What follows belongs to an exercise in optimizing a design on an open flow for small area, a short achievable clock period and few clock cycles per item; a production flow would make more cautious choices. RTL that was checked went through simulation tests only; none was proved equivalent to the original. Power and IR drop assume default switching activity.

== 10-11 ==
## MatrixMultiplication
module MatrixMultiplication (
    input clk,
    input reset,
    input start,
    input [71:0] A_flat,   
    input [71:0] B_flat,   
    output [71:0] C_flat,  
    output reg done
);
For scale: about 1400 cells after synthesis, about 220 I/O pins, about 0.013 mm^2 of cells after synthesis.
Settings: LEC_CHECK=0, CAP_MARGIN=20, CORE_MARGIN=2, CORE_UTILIZATION=40, SLEW_MARGIN=20; clock period 10.0 ns.
standard.sh (not shown) runs the stock make flow with config.mk's settings and CLKGATE_MAP_FILE= SYNTH_SCRIPT=/design/flow/synth_recipe.tcl, a recipe that flattens the netlist after the stock synthesis.
==> flow/flow/run.sh <==
#!/bin/bash
# Standard layout, except that the port buffers are the smallest buffer cell
# instead of the cell buffer_ports picks by default (clkdlybuf4s50_1).
set -euo pipefail
export BUFFER_PORTS_ARGS="-buffer_cell sky130_fd_sc_hd__buf_1"
bash standard.sh finish > standard_make.log 2>&1
> inputs changed (10-11 -> 02-08)
- SETUP_SLACK_MARGIN: unset -> 3
## What came out
Status: post-synth design cell area parity (02-08, 10-11)
Diff 10-11..02-08 | global-route wire length before repair | unchanged
As far as post-synthesis xor/xnor area fraction goes, 10-11 and 02-08 are indistinguishable; the numbers are identical.
Re final area: no difference whatsoever between 02-08 and 10-11.
Re count of flip-flops with a built-in enable after synthesis: no difference whatsoever between 10-11 and 02-08.
Function was not checked in any run of this note: the RTL went through the layout flow alone.

## v58
MatrixMultiplication, a different RTL version from the one above (not shown whole).
Size: ~74 flip-flops, roughly 220 I/O pins, about 15000 um^2 of cells after synthesis.
==> flow/config.mk <==
export PLATFORM = sky130hd
export DESIGN_NAME = MatrixMultiplication
export DESIGN_NICKNAME = MatrixMultiplication
export VERILOG_FILES = /design/flow/design.v
export SDC_FILE = /design/flow/constraint.sdc
export NUM_CORES = 4
export LEC_CHECK = 0
export CAP_MARGIN = 20
export CORE_MARGIN = 2
export CORE_UTILIZATION = 40
export SLEW_MARGIN = 20
==> flow/constraint.sdc <==
create_clock -name core_clock -period 10.0 [get_ports {clk}]
set_input_delay 2.0000 -clock core_clock [delete_from_list [all_inputs] [get_ports {clk}]]
set_output_delay 2.0000 -clock core_clock [all_outputs]
set_load 0.01 [all_outputs]
Scripts as last shown in full above: flow/flow/run.sh
Testbench counts of v58, summed over its fixed seeds: cycles 1,920, items 960.
### v58 -> v53
==> flow/flow/run.sh <==
#!/bin/bash
# Standard layout with two changes: Yosys's synth skips its early generic ABC pass
# (-noabc; the final ABC mapping still runs), so the full and half adders it finds
# keep their polarity, and the port buffers are the smallest buffer cell.
set -euo pipefail
export SYNTH_ARGS="-noabc"
export BUFFER_PORTS_ARGS="-buffer_cell sky130_fd_sc_hd__buf_1"
bash standard.sh finish > standard_make.log 2>&1
diff --git a/flow/config.mk b/flow/config.mk
--- a/flow/config.mk
+++ b/flow/config.mk
@@ -10 +10,2 @@
-export CORE_UTILIZATION = 40
+export CORE_UTILIZATION = 65
+export SETUP_SLACK_MARGIN = 5
@@ -11,0 +13 @@
+export TNS_END_PERCENT = 0
Results
- Compared with v58, v53 shows a cell-internal power that is 2.5% higher.
- From v58 to v53 the numbers moved as follows: final area now larger, wire length of the first global-routing pass now smaller.
diff inputs: v53 => v59
==> flow/flow/run.sh <==
#!/bin/bash
# Standard layout, except that the port buffers are the smallest buffer cell
# instead of the cell buffer_ports picks by default (clkdlybuf4s50_1).
set -euo pipefail
export BUFFER_PORTS_ARGS="-buffer_cell sky130_fd_sc_hd__buf_1"
bash standard.sh finish > standard_make.log 2>&1
diff --git a/flow/config.mk b/flow/config.mk
--- a/flow/config.mk
+++ b/flow/config.mk
@@ -10 +10 @@
-export CORE_UTILIZATION = 65
+export CORE_UTILIZATION = 40
==> comparison <==
The run showing the greater layout buffering overhead excluding clock cells is v53.
End point of the critical path: c7[7]$_DFFE_PP_ -> v59, c6[7]$_DFFE_PP_ -> v53
Going from v53 to v59, the clock skew was found to have gone up by 0.013 ns.
[compare] base=v53 new=v59: post-route non-filler standard cell count now larger, total wire length now larger, die height now larger, maximum frequency now smaller.
Worst-margin pin slew in v59 is 0.16 ns below v53.
Here is what was changed in the inputs of v13 compared with v59.
==> flow/flow/run.sh <==
#!/bin/bash
# Standard layout with two changes: Yosys's synth skips its early generic ABC pass
# (-noabc; the final ABC mapping still runs), so the full and half adders it finds
# keep their polarity, and the port buffers are the smallest buffer cell.
set -euo pipefail
export SYNTH_ARGS="-noabc"
export BUFFER_PORTS_ARGS="-buffer_cell sky130_fd_sc_hd__buf_1"
bash standard.sh finish > standard_make.log 2>&1
### Flow results
Per the comparison of v13 with v59, number of placed instances, taps included dropped about 11%; post-route cell area has decreased; number of standard-cell rows in the floorplan decreased about 1.4%; wire length decreased 2.6 mm.
Diff v59 -> v13: core utilization saw an increase, chip height saw a decrease, proportion of total power due to net switching saw a decrease.
Changes in v11 relative to v13:
diff --git a/flow/flow/run.sh b/flow/flow/run.sh
--- a/flow/flow/run.sh
+++ b/flow/flow/run.sh
@@ -7 +7 @@
-export BUFFER_PORTS_ARGS="-buffer_cell sky130_fd_sc_hd__buf_1"
+export BUFFER_PORTS_ARGS="-buffer_cell sky130_fd_sc_hd__buf_2"
Findings:
v13 has a higher switching power than v11. From v13 to v11, vertical die dimension did not move at all. Last weighted congestion value of the routability-driven placer of v11 exceeds that of v13 slightly.

== v16 ==
Another version of the RTL of MatrixMultiplication (not shown whole).
Size in the first run: roughly 1,600 cells after synthesis, ~74 flip-flops, about 0.014 mm2 of cells after synthesis.
Settings: LEC_CHECK=0, CAP_MARGIN=20, CORE_MARGIN=2, CORE_UTILIZATION=40, CTS_BUF_LIST=sky130_fd_sc_hd__clkbuf_8, SETUP_SLACK_MARGIN=5, SLEW_MARGIN=20, TNS_END_PERCENT=0; clock period 10.0 ns.
==> flow/flow/run.sh <==
#!/bin/bash
# The standard layout (standard.sh) with three changes:
#  - Yosys's synth skips its early generic ABC pass (-noabc), so the full and
#    half adders that extract_fa finds keep the polarity the RTL gives them;
#  - the final ABC mapping runs flow/abc.script, an area-oriented mapping;
#  - the port buffers are the smallest buffer cell (buf_1) instead of the cell
#    buffer_ports picks by default (clkdlybuf4s50_1).
# Synthesis is otherwise synth_recipe.tcl unchanged (synth -nofsm -noshare,
# flatten, renames), so the registers and their names are the standard ones.
set -euo pipefail
here=$(pwd)
export SYNTH_ARGS="-noabc"
export BUFFER_PORTS_ARGS="-buffer_cell sky130_fd_sc_hd__buf_1"
{
  head -n 1 synth_recipe.tcl
  sed "s|@ABC_SCRIPT@|$here/flow/abc.script|" flow/abc_override.tcl
  tail -n +2 synth_recipe.tcl
} > my_synth.tcl
sed "s|SYNTH_SCRIPT=[^ ]*|SYNTH_SCRIPT=$here/my_synth.tcl|" standard.sh > my_standard.sh
grep -q "SYNTH_SCRIPT=$here/my_synth.tcl" my_standard.sh
bash my_standard.sh finish > standard_make.log 2>&1
==> flow/flow/abc.script <==
strash
dch -f
map -a
topo
stime -c
buffer -c
upsize -c
dnsize -c
==> flow/flow/abc_override.tcl <==
# Map with flow/abc.script (area-oriented mapping) in place of the script
# synth_preamble.tcl picks; everything else about the abc call stays as is.
proc abc {args} {
  set i [lsearch -exact $args -script]
  if { $i >= 0 } {
    lset args [expr { $i + 1 }] {@ABC_SCRIPT@}
  }
  yosys abc {*}$args
}
v16: PASS, flow complete, no timing, DRC or antenna violations
Testbench counts of v16, summed over its fixed seeds: cycles 1,920, items 960.
[inputs] v28 vs v16
--- a/flow/config.mk
+++ b/flow/config.mk
@@ -11,2 +10,0 @@
-export CTS_BUF_LIST = sky130_fd_sc_hd__clkbuf_8
-export SETUP_SLACK_MARGIN = 5
@@ -14 +11,0 @@
-export TNS_END_PERCENT = 0
Results
v28 | status: complete | timing, DRC, antenna: pass
For v28, the cell with the biggest individual delay on the critical path was sky130_fd_sc_hd__clkinv_1, unlike v16, where it was sky130_fd_sc_hd__fa_1.
Compared with v16, v28 has less setup slack.
Comparing v28 and v16, largest fanout of any net on the critical path is lower on v16.
The fraction of standard cell area that is sequential reported for v28 is greater than that of v16 by 0.81 points.
Re final cell count: v16 was higher than v28.
Route | v28 vs v16 | wire shorter in v28
Input-level comparison between v2 and v28:
==> flow/flow/run.sh <==
#!/bin/bash
# Standard layout with two changes: Yosys's synth skips its early generic ABC pass
# (-noabc; the final ABC mapping still runs), so the full and half adders it finds
# keep their polarity, and the port buffers are the smallest buffer cell.
set -euo pipefail
export SYNTH_ARGS="-noabc"
export BUFFER_PORTS_ARGS="-buffer_cell sky130_fd_sc_hd__buf_1"
bash standard.sh finish > standard_make.log 2>&1
--- a/flow/config.mk
+++ b/flow/config.mk
@@ -10,0 +11 @@
+export SETUP_SLACK_MARGIN = 5
@@ -11,0 +13 @@
+export TNS_END_PERCENT = 0
removed: flow/flow/abc.script
removed: flow/flow/abc_override.tcl
Results
- [v2 vs v28] required time of the critical path: lower in v2
- From v28 to v2 the numbers moved as follows: portion of total power attributed to sequential cells lower, compound-cell area share of the yosys netlist higher.

== run 1 ==
RTL: one of the versions met above, not the one the previous note started from.
For scale: about 1600 cells after synthesis, about 74 flip-flops, roughly 220 I/O pins, about 0.014 mm2 of cells after synthesis.
==> flow/config.mk <==
export PLATFORM = sky130hd
export DESIGN_NAME = MatrixMultiplication
export DESIGN_NICKNAME = MatrixMultiplication
export VERILOG_FILES = /design/flow/design.v
export SDC_FILE = /design/flow/constraint.sdc
export NUM_CORES = 4
export LEC_CHECK = 0
export CAP_MARGIN = 20
export CORE_MARGIN = 2
export CORE_UTILIZATION = 40
export SETUP_SLACK_MARGIN = 5
export SLEW_MARGIN = 20
export TNS_END_PERCENT = 0
==> flow/constraint.sdc <==
create_clock -name core_clock -period 10.0 [get_ports {clk}]
set_input_delay 2.0000 -clock core_clock [delete_from_list [all_inputs] [get_ports {clk}]]
set_output_delay 2.0000 -clock core_clock [all_outputs]
set_load 0.01 [all_outputs]
==> flow/flow/run.sh <==
#!/bin/bash
# The standard layout (standard.sh) with three changes:
#  - Yosys's synth skips its early generic ABC pass (-noabc), so the full and
#    half adders that extract_fa finds keep the polarity the RTL gives them;
#  - the final ABC mapping runs flow/abc.script, an area-oriented mapping (map -a, no choice computation);
#  - the port buffers are the smallest buffer cell (buf_1) instead of the cell
#    buffer_ports picks by default (clkdlybuf4s50_1).
# Synthesis is otherwise synth_recipe.tcl unchanged (synth -nofsm -noshare,
# flatten, renames), so the registers and their names are the standard ones.
set -euo pipefail
here=$(pwd)
export SYNTH_ARGS="-noabc"
export BUFFER_PORTS_ARGS="-buffer_cell sky130_fd_sc_hd__buf_1"
{
  head -n 1 synth_recipe.tcl
  sed "s|@ABC_SCRIPT@|$here/flow/abc.script|" flow/abc_override.tcl
  tail -n +2 synth_recipe.tcl
} > my_synth.tcl
sed "s|SYNTH_SCRIPT=[^ ]*|SYNTH_SCRIPT=$here/my_synth.tcl|" standard.sh > my_standard.sh
grep -q "SYNTH_SCRIPT=$here/my_synth.tcl" my_standard.sh
bash my_standard.sh finish > standard_make.log 2>&1
==> flow/flow/abc.script <==
strash
map -a
topo
stime -c
buffer -c
upsize -c
dnsize -c
==> flow/flow/abc_override.tcl <==
# Map with flow/abc.script (area-oriented mapping) in place of the script
# synth_preamble.tcl picks; everything else about the abc call stays as is.
proc abc {args} {
  set i [lsearch -exact $args -script]
  if { $i >= 0 } {
    lset args [expr { $i + 1 }] {@ABC_SCRIPT@}
  }
  yosys abc {*}$args
}
Testbench counts of run 1, summed over its fixed seeds: cycles 1,920, items 960.
Edits applied to the flow inputs when going from run 1 to run 2:
# run 1
export LEC_CHECK = 0
export CAP_MARGIN = 20
export CORE_MARGIN = 2
export CORE_UTILIZATION = 40
export SETUP_SLACK_MARGIN = 5
export SLEW_MARGIN = 20
export TNS_END_PERCENT = 0
create_clock -name core_clock -period 10.0 [get_ports {clk}]
# run 2
export LEC_CHECK = 0
export CAP_MARGIN = 20
export CORE_MARGIN = 2
export CORE_UTILIZATION = 40
export SLEW_MARGIN = 20
create_clock -name core_clock -period 10.0 [get_ports {clk}]
==> flow/flow/run.sh <==
#!/bin/bash
# Standard layout with two changes: Yosys's synth skips its early generic ABC pass
# (-noabc; the final ABC mapping still runs), so the full and half adders it finds
# keep their polarity, and the port buffers are the smallest buffer cell.
set -euo pipefail
export SYNTH_ARGS="-noabc"
export BUFFER_PORTS_ARGS="-buffer_cell sky130_fd_sc_hd__buf_1"
bash standard.sh finish > standard_make.log 2>&1
removed: flow/flow/abc.script
removed: flow/flow/abc_override.tcl
## What came out
Compared with run 1, run 2 shows power consumed by combinational cells that has gone down by a few percent. Run 2: net count of the mapped netlist lower than run 1. Run 1 has higher combinational share of power than run 2. Re power per standard cell area: run 1 was higher than run 2. Largest fanout on the critical path, run 2 and run 1: lower on run 1. Actual slew at the worst max-slew pin: run 2 and run 1 compared, lower one is run 1. Against run 1 as the reference, run 2 delivers a lower non-clock buffer count. Compared to run 1, run 2 has final period utilization 11 points higher. The higher per-instance average area after synthesis of run 2 and run 1 is in run 2. Diff run 1 -> run 2 | met3 global-route usage | decrease of 2.8 points.

## separate check: timing with driven ports
Ports are ideal in the flow. The routed layouts listed here were re-timed in OpenROAD.
Step 1 assumes that a clkbuf_16 drives the clock port and a buf_2 every other input.
Step 2 also shifts input and output timing later by t, the mid clock arrival at the registers, as if the neighbouring blocks saw the same clock.
Three values: no drivers, after step 1, after step 2; two values: the first two.
run | t, ns | setup WS [ns] | worst slew at a driven data input, ns | pins driven straight from the clock port
10-11 | 0.405 | 3.945 / 3.967 / 3.562 | 0.05 | 1
02-08 | 0.405 | 3.945 / 3.967 / 3.562 | 0.05 | 1
v58 | 0.425 | 2.900 / 2.932 / 2.507 | 0.08 | 1
v53 | 0.396 | 3.631 / 3.649 / 3.254 | 0.06 | 1
v59 | 0.425 | 3.481 / 3.507 / 3.082 | 0.07 | 1
v13 | 0.419 | 3.712 / 3.720 / 3.300 | 0.08 | 1
v11 | 0.420 | 3.563 / 3.593 / 3.173 | 0.06 | 1
v16 | 0.446 | 3.951 / 3.910 / 3.465 | 0.11 | 1
v28 | 0.411 | 2.948 / 2.978 / 2.566 | 0.08 | 1
v2 | 0.417 | 3.857 / 3.891 / 3.474 | 0.07 | 1
run 1 | 0.421 | 4.058 / 4.068 / 3.647 | 0.08 | 1
run 2 | 0.418 | 2.956 / 2.990 / 2.571 | 0.08 | 1
After both steps setup and hold are still met in every run listed. For v16, which loses most, drivers alone change the setup slack by -0.041 ns; drivers and shift together by -0.486 ns.
